This is an optimization exercise on Yosys and OpenROAD, whose aim is small area, not a production implementation.
RTL that was checked went through simulation tests only; none was proved equivalent to the original.
Power figures rest on the tool's default switching activity, not on a simulated workload.

==> build 36: inputs <==
// udp_rx
module udp_rx #(
    parameter       BOARD_MAC   =   48'h00_11_22_33_44_55       ,
    parameter       BOARD_IP    =   {8'd192,8'd168,8'd1,8'd10}  ,
    parameter       BOARD_PORT  =   16'd1234
)(
    input                           clk                         ,
    input                           rst_n                       ,
    input                           gmii_rx_dv                  ,
    input           [7 : 0]         gmii_rxd                    ,
    input           [31 : 0]        crc_out                     ,
    output  reg     [7 : 0]         crc_data                    ,
    output  reg                     crc_en                      ,
    output  reg                     crc_clr                     ,
    output  reg     [1 : 0]         eth_rx_type                 ,
    output  reg                     rx_done                     ,
    output  reg     [ 7 : 0]        iudp_rx_data                ,
    output  reg                     iudp_rx_data_vld            ,
    output  reg     [15 : 0]        iudp_data_length            ,
    output  reg     [31 : 0]        data_checksum               ,
    output  reg     [7 : 0]         icmp_rx_type                ,
    output  reg     [7 : 0]         icmp_rx_code                ,
    output  reg     [15 : 0]        icmp_rx_id                  ,
    output  reg     [15 : 0]        icmp_rx_seq                 ,
    output  reg     [47 : 0]        src_mac                     ,
    output  reg     [31 : 0]        src_ip                      ,
    output  reg                     arp_rx_type
);
    localparam [2:0] IDLE      = 3'd0;
    localparam [2:0] ETH_HEAD  = 3'd1;
    localparam [2:0] IP_HEAD   = 3'd2;
    localparam [2:0] IUDP_HEAD = 3'd3;
    localparam [2:0] IUDP_DATA = 3'd4;
    localparam [2:0] ARP_DATA  = 3'd5;
    localparam [2:0] CRC       = 3'd6;
    localparam [2:0] RX_END    = 3'd7;
    reg     [2:0]   state_c, state_n;
    reg             start;
    reg     [2:0]   pre_cnt;         
    reg     [7:0]   rxd_r0;          
    reg             dv_r0;
    reg     [15:0]  cnt;
    reg             error_flag;
    reg             mac_uc, mac_bc;  
    reg             hdr_ok;          
  ...
export LEC_CHECK = 0
export CAP_MARGIN = 20
export CORE_MARGIN = 2
export CORE_UTILIZATION = 40
export SLEW_MARGIN = 20
create_clock -name core_clock -period 8.0 [get_ports {clk}]
standard.sh (not shown) runs the stock make flow with config.mk's settings and CLKGATE_MAP_FILE= SYNTH_SCRIPT=/design/flow/synth_recipe.tcl, a recipe that flattens the netlist after the stock synthesis.
==> flow/flow/run.sh <==
#!/bin/bash
# Standard ORFS synthesis, then an area-oriented ABC re-mapping of the
# combinational logic (registers untouched), then the standard layout with
# small port buffers and a leaner clock tree.
set -euo pipefail
HERE=$(pwd)
R=$HERE/orfs/results/sky130hd/udp_rx/base
LIB=$FLOW_HOME/platforms/sky130hd/lib/sky130_fd_sc_hd__tt_025C_1v80.lib
YOSYS=$(command -v yosys || echo $FLOW_HOME/../tools/install/yosys/bin/yosys)

bash standard.sh synth > standard_synth.log 2>&1

cp $R/1_2_yosys.v $HERE/std_1_2_yosys.v
FFS=$(grep -o 'sky130_fd_sc_hd__[a-z0-9_]*' $R/1_2_yosys.v | sort -u | grep -E '__(df|edf|sdf|dl|conb)' | tr '\n' ' ')
cat > remap.ys <<EOY
read_liberty -ignore_miss_func -ignore_miss_data_latch $LIB
blackbox $FFS
read_verilog $HERE/std_1_2_yosys.v
hierarchy -top $FLOW_TOP
flatten
opt_clean -purge
abc -dont_use sky130_fd_sc_hd__probe_p_8 -dont_use sky130_fd_sc_hd__probec_p_8 -dont_use sky130_fd_sc_hd__lpflow_* -liberty $LIB -script $HERE/flow/abc_remap.script
opt_clean -purge
setundef -zero
hilomap -singleton -hicell sky130_fd_sc_hd__conb_1 HI -locell sky130_fd_sc_hd__conb_1 LO
splitnets
opt_clean -purge
rename -enumerate -pattern remap_n% w:*:* w:*/*
rename -enumerate -pattern remap_c% c:*:* c:*/*
rename -enumerate -pattern remap_w% w:*.*
stat -liberty $LIB
write_verilog -noattr -nohex -nodec $R/1_2_yosys.v
EOY
$YOSYS -l remap_yosys.log remap.ys > /dev/null 2>&1
rm -f $R/1_synth.odb $R/1_synth.sdc

bash standard.sh \
  BUFFER_PORTS_ARGS="-buffer_cell sky130_fd_sc_hd__buf_1" \
  CTS_ARGS="-sink_clustering_enable -repair_clock_nets -dont_use_dummy_load -buf_list sky130_fd_sc_hd__clkbuf_8 -sink_clustering_size 16 -sink_clustering_max_diameter 60" \
  GPL_TIMING_DRIVEN=0 \
  finish > standard.log 2>&1
==> flow/flow/abc_remap.script <==
strash
&get -n
&deepsyn -T 60
&dch -f
&nf -R 1000
&put
==> build 25 (differences from build 36) <==
--- a/flow/design.v
+++ b/flow/design.v
@@ -121,37 +121,25 @@
         endcase
     end
     always @(posedge clk) begin
         if (st_eth && add_cnt && cnt < 16'd6) begin
             mac_uc <= (mac_uc || cnt == 16'd0) && (rxd_r0 == mac_byte);
             mac_bc <= (mac_bc || cnt == 16'd0) && (rxd_r0 == 8'hFF);
         end
     end
-    always @(posedge clk) begin
-        if (!add_cnt)
-            error_flag <= 1'b0;
-        else if (st_eth) begin
-            if (cnt == 16'd6)
-                error_flag <= !(mac_uc || mac_bc);
-            else if (cnt == 16'd12)
-                error_flag <= ({rxd_r0, gmii_rxd} != 16'h0800) && ({rxd_r0, gmii_rxd} != 16'h0806);
-        end
-        else if (st_ip) begin
-            if (cnt == 16'd9)
-                error_flag <= (rxd_r0 != 8'd17) && (rxd_r0 != 8'd1);
-            else if (cnt == 16'd18)
-                error_flag <= !(hdr_ok && {rxd_r0, gmii_rxd} == BOARD_IP[15:0]);
-        end
-        else if (st_arp) begin
-            if (cnt == 16'd27)
-                error_flag <= !(hdr_ok && {rxd_r1, rxd_r0} == BOARD_IP[15:0]);
-        end
-        else
-            error_flag <= 1'b0;
+    always @(*) begin
+        case (state_c)
+            ETH_HEAD : error_flag = (cnt == 16'd7  && !(mac_uc || mac_bc)) ||
+                                    (cnt == 16'd13 && {rxd_r1, rxd_r0} != 16'h0800 && {rxd_r1, rxd_r0} != 16'h0806);
+            IP_HEAD  : error_flag = (cnt == 16'd10 && rxd_r1 != 8'd17 && rxd_r1 != 8'd1) ||
+                                    (cnt == 16'd19 && !(hdr_ok && {rxd_r1, rxd_r0} == BOARD_IP[15:0]));
+            ARP_DATA : error_flag = (cnt == 16'd28 && !(hdr_ok && rxd_r1 == BOARD_IP[7:0]));
+            default  : error_flag = 1'b0;
+        endcase
     end
     always @(posedge clk) begin
         if (!rst_n)
             eth_rx_type <= 2'd0;
         else if (st_eth && add_cnt && cnt == 16'd12)
             eth_rx_type <= ({rxd_r0, gmii_rxd} == 16'h0806) ? 2'd1 : 2'd0;
         else if (st_ip && add_cnt && cnt == 16'd9) begin
             if (rxd_r0 == 8'd17)     eth_rx_type <= 2'd3;
@@ -160,16 +148,18 @@
     end
     always @(posedge clk) begin
         if (st_ip && add_cnt && cnt == 16'd17)
             hdr_ok <= ({rxd_r1, rxd_r0} == BOARD_IP[31:16]);
         else if (st_arp && add_cnt && cnt == 16'd7)
             hdr_ok <= ({rxd_r1, rxd_r0} == 16'd1) || ({rxd_r1, rxd_r0} == 16'd2);
         else if (st_arp && add_cnt && cnt == 16'd25)
             hdr_ok <= hdr_ok && ({rxd_r1, rxd_r0} == BOARD_IP[31:16]);
+        else if (st_arp && add_cnt && cnt == 16'd26)
+            hdr_ok <= hdr_ok && (rxd_r0 == BOARD_IP[15:8]);
         if (st_arp && add_cnt && cnt == 16'd7)
             op_b1 <= rxd_r0[1];
     end
     always @(posedge clk) begin
         if (!rst_n)
             iudp_data_length <= 16'd0;
         else if (st_ip && add_cnt && cnt == 16'd4)
             iudp_data_length <= {arp_sh[79:72], rxd_r1} - {10'd0, ihl, 2'd0} - 16'd8;
--- a/flow/flow/run.sh
+++ b/flow/flow/run.sh
@@ -31,11 +31,10 @@
 stat -liberty $LIB
 write_verilog -noattr -nohex -nodec $R/1_2_yosys.v
 EOY
 $YOSYS -l remap_yosys.log remap.ys > /dev/null 2>&1
 rm -f $R/1_synth.odb $R/1_synth.sdc
 
 bash standard.sh \
   BUFFER_PORTS_ARGS="-buffer_cell sky130_fd_sc_hd__buf_1" \
-  CTS_ARGS="-sink_clustering_enable -repair_clock_nets -dont_use_dummy_load -buf_list sky130_fd_sc_hd__clkbuf_8 -sink_clustering_size 16 -sink_clustering_max_diameter 60" \
-  GPL_TIMING_DRIVEN=0 \
+  CTS_ARGS="-sink_clustering_enable -repair_clock_nets -dont_use_dummy_load -buf_list sky130_fd_sc_hd__clkbuf_8 -sink_clustering_size 18 -sink_clustering_max_diameter 100" \
   finish > standard.log 2>&1
- CAP_MARGIN: 20 -> 0
- CORE_UTILIZATION: 40 -> 65
- PLACE_DENSITY: default -> 0.75
- SLEW_MARGIN: 20 -> 0
==> trial 26 (differences from build 36) <==
--- a/flow/design.v
+++ b/flow/design.v
@@ -121,37 +121,25 @@
         endcase
     end
     always @(posedge clk) begin
         if (st_eth && add_cnt && cnt < 16'd6) begin
             mac_uc <= (mac_uc || cnt == 16'd0) && (rxd_r0 == mac_byte);
             mac_bc <= (mac_bc || cnt == 16'd0) && (rxd_r0 == 8'hFF);
         end
     end
-    always @(posedge clk) begin
-        if (!add_cnt)
-            error_flag <= 1'b0;
-        else if (st_eth) begin
-            if (cnt == 16'd6)
-                error_flag <= !(mac_uc || mac_bc);
-            else if (cnt == 16'd12)
-                error_flag <= ({rxd_r0, gmii_rxd} != 16'h0800) && ({rxd_r0, gmii_rxd} != 16'h0806);
-        end
-        else if (st_ip) begin
-            if (cnt == 16'd9)
-                error_flag <= (rxd_r0 != 8'd17) && (rxd_r0 != 8'd1);
-            else if (cnt == 16'd18)
-                error_flag <= !(hdr_ok && {rxd_r0, gmii_rxd} == BOARD_IP[15:0]);
-        end
-        else if (st_arp) begin
-            if (cnt == 16'd27)
-                error_flag <= !(hdr_ok && {rxd_r1, rxd_r0} == BOARD_IP[15:0]);
-        end
-        else
-            error_flag <= 1'b0;
+    always @(*) begin
+        case (state_c)
+            ETH_HEAD : error_flag = (cnt == 16'd7  && !(mac_uc || mac_bc)) ||
+                                    (cnt == 16'd13 && {rxd_r1, rxd_r0} != 16'h0800 && {rxd_r1, rxd_r0} != 16'h0806);
+            IP_HEAD  : error_flag = (cnt == 16'd10 && rxd_r1 != 8'd17 && rxd_r1 != 8'd1) ||
+                                    (cnt == 16'd19 && !(hdr_ok && {rxd_r1, rxd_r0} == BOARD_IP[15:0]));
+            ARP_DATA : error_flag = (cnt == 16'd28 && !(hdr_ok && rxd_r1 == BOARD_IP[7:0]));
+            default  : error_flag = 1'b0;
+        endcase
     end
     always @(posedge clk) begin
         if (!rst_n)
             eth_rx_type <= 2'd0;
         else if (st_eth && add_cnt && cnt == 16'd12)
             eth_rx_type <= ({rxd_r0, gmii_rxd} == 16'h0806) ? 2'd1 : 2'd0;
         else if (st_ip && add_cnt && cnt == 16'd9) begin
             if (rxd_r0 == 8'd17)     eth_rx_type <= 2'd3;
@@ -160,16 +148,18 @@
     end
     always @(posedge clk) begin
         if (st_ip && add_cnt && cnt == 16'd17)
             hdr_ok <= ({rxd_r1, rxd_r0} == BOARD_IP[31:16]);
         else if (st_arp && add_cnt && cnt == 16'd7)
             hdr_ok <= ({rxd_r1, rxd_r0} == 16'd1) || ({rxd_r1, rxd_r0} == 16'd2);
         else if (st_arp && add_cnt && cnt == 16'd25)
             hdr_ok <= hdr_ok && ({rxd_r1, rxd_r0} == BOARD_IP[31:16]);
+        else if (st_arp && add_cnt && cnt == 16'd26)
+            hdr_ok <= hdr_ok && (rxd_r0 == BOARD_IP[15:8]);
         if (st_arp && add_cnt && cnt == 16'd7)
             op_b1 <= rxd_r0[1];
     end
     always @(posedge clk) begin
         if (!rst_n)
             iudp_data_length <= 16'd0;
         else if (st_ip && add_cnt && cnt == 16'd4)
             iudp_data_length <= {arp_sh[79:72], rxd_r1} - {10'd0, ihl, 2'd0} - 16'd8;
@@ -215,17 +205,17 @@
         end
     end
     always @(posedge clk) begin
         if (!rst_n || st_end)
             arp_sh[31:0] <= 32'd0;
         else if (arp_shift)
             arp_sh[31:0] <= {arp_sh[23:0], rxd_r0};
         else if (st_data && add_cnt && eth_rx_type == 2'd2) begin
-            if (end_cnt && iudp_data_length[0])
+            if (iudp_rx_data_vld && iudp_data_length[0] && !cnt[0] && cnt[15:1] == iudp_data_length[15:1])
                 arp_sh[31:0] <= arp_sh[31:0] + {24'd0, rxd_r0};
             else if (cnt[0])
                 arp_sh[31:0] <= arp_sh[31:0] + {16'd0, rxd_r1, rxd_r0};
         end
     end
     always @(posedge clk) begin
         if (!rst_n) begin
             rx_done       <= 1'b0;
==> flow/flow/run.sh (replaced) <==
#!/bin/bash
# Standard ORFS synthesis, then an area-oriented ABC re-mapping of the
# combinational logic (registers untouched; several random seeds, smallest
# kept), then the standard layout with small port buffers and a leaner
# clock tree.
set -euo pipefail
HERE=$(pwd)
R=$HERE/orfs/results/sky130hd/udp_rx/base
LIB=$FLOW_HOME/platforms/sky130hd/lib/sky130_fd_sc_hd__tt_025C_1v80.lib
YOSYS=$(command -v yosys || echo $FLOW_HOME/../tools/install/yosys/bin/yosys)
SEEDS="0 1 2 3 4 5 6 7"

bash standard.sh synth > standard_synth.log 2>&1

cp $R/1_2_yosys.v $HERE/std_1_2_yosys.v
FFS=$(grep -o 'sky130_fd_sc_hd__[a-z0-9_]*' $R/1_2_yosys.v | sort -u | grep -E '__(df|edf|sdf|dl|conb)' | tr '\n' ' ')
for s in $SEEDS; do
  sed "s/@SEED@/$s/" flow/abc_remap.script > abc_remap_$s.script
  cat > remap_$s.ys <<EOY
read_liberty -ignore_miss_func -ignore_miss_data_latch $LIB
blackbox $FFS
read_verilog $HERE/std_1_2_yosys.v
hierarchy -top $FLOW_TOP
flatten
opt_clean -purge
abc -dont_use sky130_fd_sc_hd__probe_p_8 -dont_use sky130_fd_sc_hd__probec_p_8 -dont_use sky130_fd_sc_hd__lpflow_* -liberty $LIB -script $HERE/abc_remap_$s.script
opt_clean -purge
setundef -zero
hilomap -singleton -hicell sky130_fd_sc_hd__conb_1 HI -locell sky130_fd_sc_hd__conb_1 LO
splitnets
opt_clean -purge
rename -enumerate -pattern remap_n% w:*:* w:*/*
rename -enumerate -pattern remap_c% c:*:* c:*/*
rename -enumerate -pattern remap_w% w:*.*
tee -o remap_area_$s.txt stat -liberty $LIB
write_verilog -noattr -nohex -nodec $HERE/remap_$s.v
EOY
  ( $YOSYS -l remap_yosys_$s.log remap_$s.ys > /dev/null 2>&1 || true ) &
  while [[ $(jobs -r | wc -l) -ge 4 ]]; do sleep 1; done
done
wait
best=""; best_area=""
for s in $SEEDS; do
  a=$(grep 'Chip area' remap_area_$s.txt 2>/dev/null | awk '{print $NF}')
  [[ -n "$a" && -s remap_$s.v ]] || continue
  echo "seed $s area $a" >> remap_choice.log
  if [[ -z "$best" ]] || awk "BEGIN{exit !($a < $best_area)}"; then best=$s; best_area=$a; fi
done
if [[ -n "$best" ]]; then
  echo "chosen seed $best area $best_area" >> remap_choice.log
  cp remap_$best.v $R/1_2_yosys.v
  rm -f $R/1_synth.odb $R/1_synth.sdc
else
  echo "remap failed; keeping the standard netlist" >> remap_choice.log
fi

bash standard.sh \
  BUFFER_PORTS_ARGS="-buffer_cell sky130_fd_sc_hd__buf_1" \
  CTS_ARGS="-sink_clustering_enable -repair_clock_nets -dont_use_dummy_load -buf_list sky130_fd_sc_hd__clkbuf_8 -sink_clustering_size 16 -sink_clustering_max_diameter 100" \
  finish > standard.log 2>&1
==> flow/flow/abc_remap.script (replaced) <==
strash
&get -n
&deepsyn -T 60 -S @SEED@
&dch -f
&nf -R 1000
&put
- CAP_MARGIN: 20 -> 0
- CORE_UTILIZATION: 40 -> 65
- PLACE_DENSITY: default -> 0.75
- SLEW_MARGIN: 20 -> 0
==> run notes <==
- Build 25 finished clean. Trial 26 produced a clean layout. Build 36 finished clean.
- The highest synthesized area belongs to build 36, the lowest to build 25.
- Against trial 26, the via count of build 25 is smaller by about 4.3%.
- Total power: trial 26 < build 36 < build 25.
- In build 25 the core utilization is higher than in build 36, by 28 points.
- Of trial 26 and build 25, trial 26 has the higher cell count (gap 2.6%, measured against build 25).
- Against trial 26, the sequential share of layout area of build 36 is lower by 1.0 points.
- Against trial 26, the fmax of build 36 is higher by 0.96%.
- Sequential cell count is the same in trial 26 and build 25.
==> figures <==
Status: trial 26 no timing/DRC/antenna violations; build 25 no timing/DRC/antenna violations; build 36 no timing/DRC/antenna violations
Placed Instances: trial 26 1733; build 25 1692; build 36 1861
DR vias: trial 26 11160; build 25 10690; build 36 10660
Cells after Synth: trial 26 1199; build 25 1158; build 36 1202
Post-Layout Inst Area: trial 26 14680 µm²; build 25 14460 µm²; build 36 15030 µm²
Final critical-path required period: trial 26 7.496 ns; build 25 7.461 ns; build 36 7.425 ns
Layout buffer count excluding clock buffers: trial 26 269; build 25 269; build 36 257
Slew HR: trial 26 15.54%; build 25 20.32%; build 36 25.31%
Met1 routed wirelength after detailed routing: trial 26 15170 µm; build 25 14780 µm; build 36 18080 µm
Clk latency of the worst-skew pair: trial 26 0.58 ns; build 25 0.57 ns; build 36 0.60 ns
Number of sequential cells in the layout: trial 26 339; build 25 339; build 36 340
Non-CTS inverters: trial 26 45; build 25 40; build 36 16
Register-to-Register Setup Slack: trial 26 0.50 ns; build 25 0.54 ns; build 36 0.57 ns
Power Sequential: trial 26 1.74 mW; build 25 1.78 mW; build 36 1.77 mW
Pin count of the biggest net entering global routing: trial 26 82; build 25 56; build 36 34
Die H: trial 26 144.4 µm; build 25 143.6 µm; build 36 183.9 µm
Worst Tran Pin Value: trial 26 1.262 ns; build 25 1.193 ns; build 36 1.120 ns
For trial 26, only the layout was checked, not whether the RTL still works.

[port drivers added, routing unchanged]
The flow's constraints put no driver on any port. The routed layouts listed below were extracted and timed again, unchanged, in two steps.
Step 1 assumes that a clkbuf_16 drives the clock port and a buf_2 every other input.
Step 2 adds t to the input delays and takes it off the output delays; t is the mean of the earliest and latest rising clock arrival at the registers after step 1. Input paths then give back, and output paths get back, about the clock's delay inside the block.
Three values: no drivers, after step 1, after step 2; two values: the first two.
run	t, ns	setup WS [ns]	worst slew at a driven data input, ns	cell pins on the clock port's net
build 36	0.630	0.575 / 0.575 / 0.575	0.04	1
build 25	0.599	0.539 / 0.539 / 0.539	0.03	1
trial 26	0.599	0.504 / 0.504 / 0.504	0.04	1
After both steps every run listed still meets setup and hold.
